From an optimization exercise on the open Yosys and OpenROAD flow, aimed at small area; shortcuts taken in it are not production practice. Function was checked by simulation only, so behaviour that the tests miss may differ from the original. Power is estimated from default activity; no workload was simulated.

## before
## top
module top (
    input  logic clk,
    input  logic rst,
    output logic builtin_led,
    input  logic [7:0] sda_i,
    output logic [7:0] sda_o,
    output logic [7:0] sda_oe,
    output logic [7:0] scl,
    output logic [127:0] lux_data
);
Size in the first run: ~2200 cells after synthesis, about 420 flip-flops, ~160 I/O pins, roughly 18000 µm² of cells after synthesis.
Settings: LEC_CHECK=0, CAP_MARGIN=20, CORE_MARGIN=2, CORE_UTILIZATION=40, SLEW_MARGIN=20; clock period 10.0 ns.
standard.sh (not shown) runs the stock make flow with config.mk's settings and CLKGATE_MAP_FILE= SYNTH_SCRIPT=/design/flow/synth_recipe.tcl, a recipe that flattens the netlist after the stock synthesis.
==> flow/flow/run.sh <==
#!/bin/bash
# Standard ORFS layout with port buffers made of the smallest buffer cell
# and a clock tree with larger sink clusters and no dummy loads.
set -euo pipefail
bash standard.sh "BUFFER_PORTS_ARGS=-buffer_cell sky130_fd_sc_hd__buf_1" \
  "CTS_ARGS=-sink_clustering_enable -repair_clock_nets -dont_use_dummy_load -sink_clustering_size 16 -sink_clustering_max_diameter 60 -buf_list sky130_fd_sc_hd__clkbuf_8 -root_buf sky130_fd_sc_hd__clkbuf_16" \
  finish > make_finish.log 2>&1
before completed; timing, DRC and antenna clean
Input changes introduced in after (baseline for comparison: before):
--- a/flow/flow/run.sh
+++ b/flow/flow/run.sh
@@ -6 +6 @@
-  "CTS_ARGS=-sink_clustering_enable -repair_clock_nets -dont_use_dummy_load -sink_clustering_size 16 -sink_clustering_max_diameter 60 -buf_list sky130_fd_sc_hd__clkbuf_8 -root_buf sky130_fd_sc_hd__clkbuf_16" \
+  "CTS_ARGS=-sink_clustering_enable -repair_clock_nets -dont_use_dummy_load -sink_clustering_size 30 -sink_clustering_max_diameter 100" \
==> comparison <==
- after: routing usage on met3 is 0.87 points lower than what before reported.
- Compared with before, after shows area of all placed cells without fillers lower by 0.66%.
- Actual slew at the worst max-slew pin in after is 10 ps below before.
- after does better than before on total power after layout.
- Between before and after, the flow reports maximum ir drop on the vdd rail increasing by more than a quarter.

---

The RTL this note starts from:
==> flow/design.v <==
module i2c (
    input  wire        clk,
    input  wire        rst,
    input  wire        sda_i,
    output wire        sda_o,
    output wire        sda_oe,
    output wire        scl,
    output reg  [15:0] lux
);
    localparam [6:0] S24  = 7'd87;
    localparam [6:0] S39  = 7'd105;
    localparam [6:0] S106 = 7'd34;
    localparam [6:0] S124 = 7'd80;
    localparam [8:0] WSEED = 9'd89;     
    localparam [8:0] W0    = 9'd121;    
    localparam [8:0] WM    = 9'd309;    
    localparam [1:0] Q0 = 2'b00, Q1 = 2'b01, Q2 = 2'b11, Q3 = 2'b10;
    localparam [3:0] P_IDLE   = 4'b0000;   
    localparam [3:0] P_IDLEM  = 4'b0001;   
    localparam [3:0] P_IDLEL  = 4'b0011;   
    localparam [3:0] P_STOPR  = 4'b0010;   
    localparam [3:0] P_START  = 4'b0110;
    localparam [3:0] P_STOP   = 4'b0111;
    localparam [3:0] P_ADDR   = 4'b1000;
    localparam [3:0] P_OPC    = 4'b1001;
    localparam [3:0] P_MACK   = 4'b1010;
    localparam [3:0] P_MNACK  = 4'b1011;
    localparam [3:0] P_ACK1   = 4'b1100;
    localparam [3:0] P_ACK2   = 4'b1101;
    localparam [3:0] P_RDH    = 4'b1110;
    localparam [3:0] P_RDL    = 4'b1111;
    reg [6:0]  s;
    reg [1:0]  q;
    reg [3:0]  ph;
    reg [3:0]  bi;       
    reg        ack;
    reg        sda_r;
    reg [15:0] sh;
    wire hi0      = (s[6:1] == 6'd0);
    wire at0      = hi0 & ~s[0];
    wire at1      = hi0 & s[0];
    wire tick     = (s == S124);
    wire en_low   = ph[3] & ph[2];
    wire idle     = (ph == P_IDLE) | (ph == P_IDLEM) | (ph == P_IDLEL);
    wire in_ack   = (ph == P_ACK1) | (ph == P_ACK2);
    wire byte_ph  = (ph == P_ADDR) | (ph == P_OPC) | (ph == P_RDH) | (ph == P_RDL);
    wire tx_ph    = (ph == P_ADDR) | (ph == P_OPC);
    wire stop_ph  = (ph == P_STOP) | (ph == P_STOPR);
    wire slot_end = tick & (q == Q3);
    wire q1_end   = tick & (q == Q1);
    wire last_bit = bi[3] & ~bi[2];
    wire rd       = ~sh[6];              
    wire idle_end = ((ph == P_IDLE)  & (q == Q2) & at0) |
                    ((ph == P_IDLEM) & (q == Q3) & (s == S39) &
                     (sh[7] == WM[7]) & (sh[6] == WM[6]) & (sh[4] == WM[4]) &
                     (sh[2] == WM[2]) & (sh[1] == WM[1])) |
                    ((ph == P_IDLEL) & (q == Q0) & (s == S106) & (sh[8:0] == W0));
    reg  bit_v;
    always @* begin
        if (ph == P_ADDR)                
            bit_v = (bi[0] & ~bi[1]) | (bi[2] & ~bi[0]) | (last_bit & rd);
        else case (sh[4:3])
            2'd2:    bit_v = last_bit;                
            2'd0:    bit_v = bi[3] & ~bi[0];          
            2'd1:    bit_v = bi[1] & ~bi[2];          
            default: bit_v = 1'b0;                    
        endcase
    end
    assign sda_o  = sda_r;
    assign sda_oe = ~en_low;
    assign scl    = idle | q[0] | (stop_ph & q[1]);
    reg [3:0] ph_n;
    always @* begin
        ph_n = ph;
        case (ph)
            P_IDLE, P_IDLEM, P_IDLEL:
                      if (idle_end) ph_n = P_START;
            P_START:  if (slot_end) ph_n = P_ADDR;
            P_ADDR:   if (slot_end && last_bit) ph_n = P_ACK1;
            P_ACK1:   if (slot_end && ack) ph_n = rd ? P_RDH : P_OPC;
            P_OPC:    if (slot_end && last_bit) ph_n = P_ACK2;
            P_ACK2:   if (slot_end && ack) ph_n = P_STOP;
            P_RDH:    if (slot_end && last_bit) ph_n = P_MACK;
            P_MACK:   if (slot_end) ph_n = P_RDL;
            P_RDL:    if (slot_end && last_bit) ph_n = P_MNACK;
            P_MNACK:  if (slot_end) ph_n = P_STOPR;
            P_STOP:   if (slot_end) ph_n = sh[6] ? P_IDLE : P_IDLEM;
            P_STOPR:  if (slot_end) ph_n = P_IDLEL;
            default:  ph_n = ph;
        endcase
    end
    always @(posedge clk) begin
        if (rst)
            ph <= P_STOP;    
        else
            ph <= ph_n;
    end
    always @(posedge clk) begin
        if (rst || tick || idle_end)
            s <= 7'd0;
        else
            s <= {s[5:0], ~(s[6] ^ s[5])};
    end
    always @(posedge clk) begin
        if (rst || idle_end)
            q <= Q2;
        else if (tick && !(in_ack && q == Q3 && !ack))
            q <= {q[0], ~q[1]};
    end
    always @(posedge clk) begin
        if (rst)
            bi <= 4'b0000;
        else if (slot_end && byte_ph)
            bi <= {bi[2:0], ~bi[3]};
    end
    always @(posedge clk) begin
        if (!in_ack || slot_end)
            ack <= 1'b0;
        else if (!sda_i && (q == Q1 || (!tick && q != Q0)))
            ack <= 1'b1;
    end
    always @(posedge clk) begin
        if (rst)
            sda_r <= 1'b1;
        else if (at0 && q == Q0)
            sda_r <= tx_ph ? bit_v : (idle || ph == P_MNACK);
        else if (at0 && q == Q2 && ph == P_START)
            sda_r <= 1'b0;
        else if (s == S24 && q == Q3 && tx_ph)
            sda_r <= 1'b0;
        else if (q1_end && stop_ph)
            sda_r <= 1'b1;
    end
    wire sh_step = q1_end &&
                   (ph == P_RDH || ph == P_RDL || ph == P_IDLEM || ph == P_IDLEL ||
                    ph == P_STOP);
    wire sh_in   = en_low ? sda_i : ~(sh[8] ^ sh[4]);
    always @(posedge clk) begin
        if (rst)
            sh[8:0] <= W0;
        else if (ph == P_STOPR && slot_end)
            sh[8:0] <= WSEED;
        else if (sh_step)
            sh[8:0] <= {sh[7:0], sh_in};
        if (sh_step)
            sh[15:9] <= sh[14:8];
    end
    always @(posedge clk) begin
        if (rst)
            lux <= 16'h0;
        else if (ph == P_STOPR && q == Q2 && at1)
            lux <= sh;
    end
endmodule
module i2c_control (
    input  logic clk,
    input  logic rst,
    input  logic [7:0] sda_i,
    output logic [7:0] sda_o,
    output logic [7:0] sda_oe,
    output logic [7:0] scl,
    output logic [127:0] data_o
);
    genvar i;
    generate
        for (i = 0; i < 8; i = i + 1) begin : g_ch
            i2c U (
                .clk    (clk),
                .rst    (rst),
                .sda_i  (sda_i[i]),
                .sda_o  (sda_o[i]),
                .sda_oe (sda_oe[i]),
                .scl    (scl[i]),
                .lux    (data_o[16*i +: 16])
            );
        end
    endgenerate
endmodule
module top (
    input  logic clk,
    input  logic rst,
    output logic builtin_led,
    input  logic [7:0] sda_i,
    output logic [7:0] sda_o,
    output logic [7:0] sda_oe,
    output logic [7:0] scl,
    output logic [127:0] lux_data
);
    localparam [17:0] LEND = 18'd56963;
    logic [17:0] lc;
    logic        lend;
    assign lend = (lc == LEND);
    always_ff @(posedge clk) begin
        if (rst || lend)
            lc <= 18'd0;
        else
            lc <= {lc[16:0], ~(lc[17] ^ lc[10])};
    end
    always_ff @(posedge clk) begin
        if (rst)
            builtin_led <= 1'b0;
        else if (lend)
            builtin_led <= ~builtin_led;
    end
    i2c_control u_i2c_control (
        .clk    (clk),
        .rst    (rst),
        .sda_i  (sda_i),
        .sda_o  (sda_o),
        .sda_oe (sda_oe),
        .scl    (scl),
        .data_o (lux_data)
    );
endmodule
clock: 10.0 ns
lec_check: 0
cap_margin: 20
core_margin: 2
core_utilization: 65
slew_margin: 20
==> flow/flow/run.sh <==
#!/bin/bash
# Standard ORFS layout with port buffers made of the smallest buffer cell
# and a clock tree with larger sink clusters and no dummy loads.
set -euo pipefail
bash standard.sh "BUFFER_PORTS_ARGS=-buffer_cell sky130_fd_sc_hd__buf_1" \
  "CTS_ARGS=-sink_clustering_enable -repair_clock_nets -dont_use_dummy_load -sink_clustering_size 30 -sink_clustering_max_diameter 100" \
  finish > make_finish.log 2>&1
Rerun with:
Settings changed: CORE_UTILIZATION 65 to 40.
Maximum frequency came out higher by 0.46%.
Clock-buffer cell count does not change.
Synthesized area stays the same.
Wire length went up by 5.0%.
Via count hardly moves.
Worst hold slack hardly moves.
Worst setup slack gets better by 0.019 ns.
Final cell count increases by 9.1%.
Register-to-register slack loses 0.06 ns.
Final area grows by 1.5%.
Power increases by 0.56%.

static timing again, ports no longer ideal:
Ports are ideal in the flow. The routed layouts listed here were re-timed in OpenROAD. Step 1 sets driving cells, clkbuf_16 on the clock port and buf_2 on the other inputs (assumed; they add their load-dependent delay and slew). Step 2 times the ports against the registers' clock, not the clock port: input delays grow and output delays shrink by t, the midpoint of the rising clock arrivals with the driver on. a / b / c = no drivers / after step 1 / after step 2; a / b = the first two.
run | shift t [ns] | slack for setup (ns) | worst setup path after step 2 | clock arrival spread, ns | worst slew at a driven data input, ns
before | 0.566 | 5.796 / 5.742 / 5.431 | input to register | 0.075 / 0.075 | 0.08
after | 0.588 | 5.756 / 5.698 / 5.428 | input to register | 0.051 / 0.051 | 0.07
the first run of note 2 | 0.568 | 5.851 / 5.799 / 5.798 | input to register | 0.039 / 0.039 | 0.05
the second run of note 2 | 0.581 | 5.870 / 5.817 / 5.480 | input to register | 0.037 / 0.036 | 0.06
After both steps setup and hold are still met in every run listed. For the second run of note 2, which loses most, drivers alone change the setup slack by -0.053 ns; drivers and shift together by -0.390 ns.
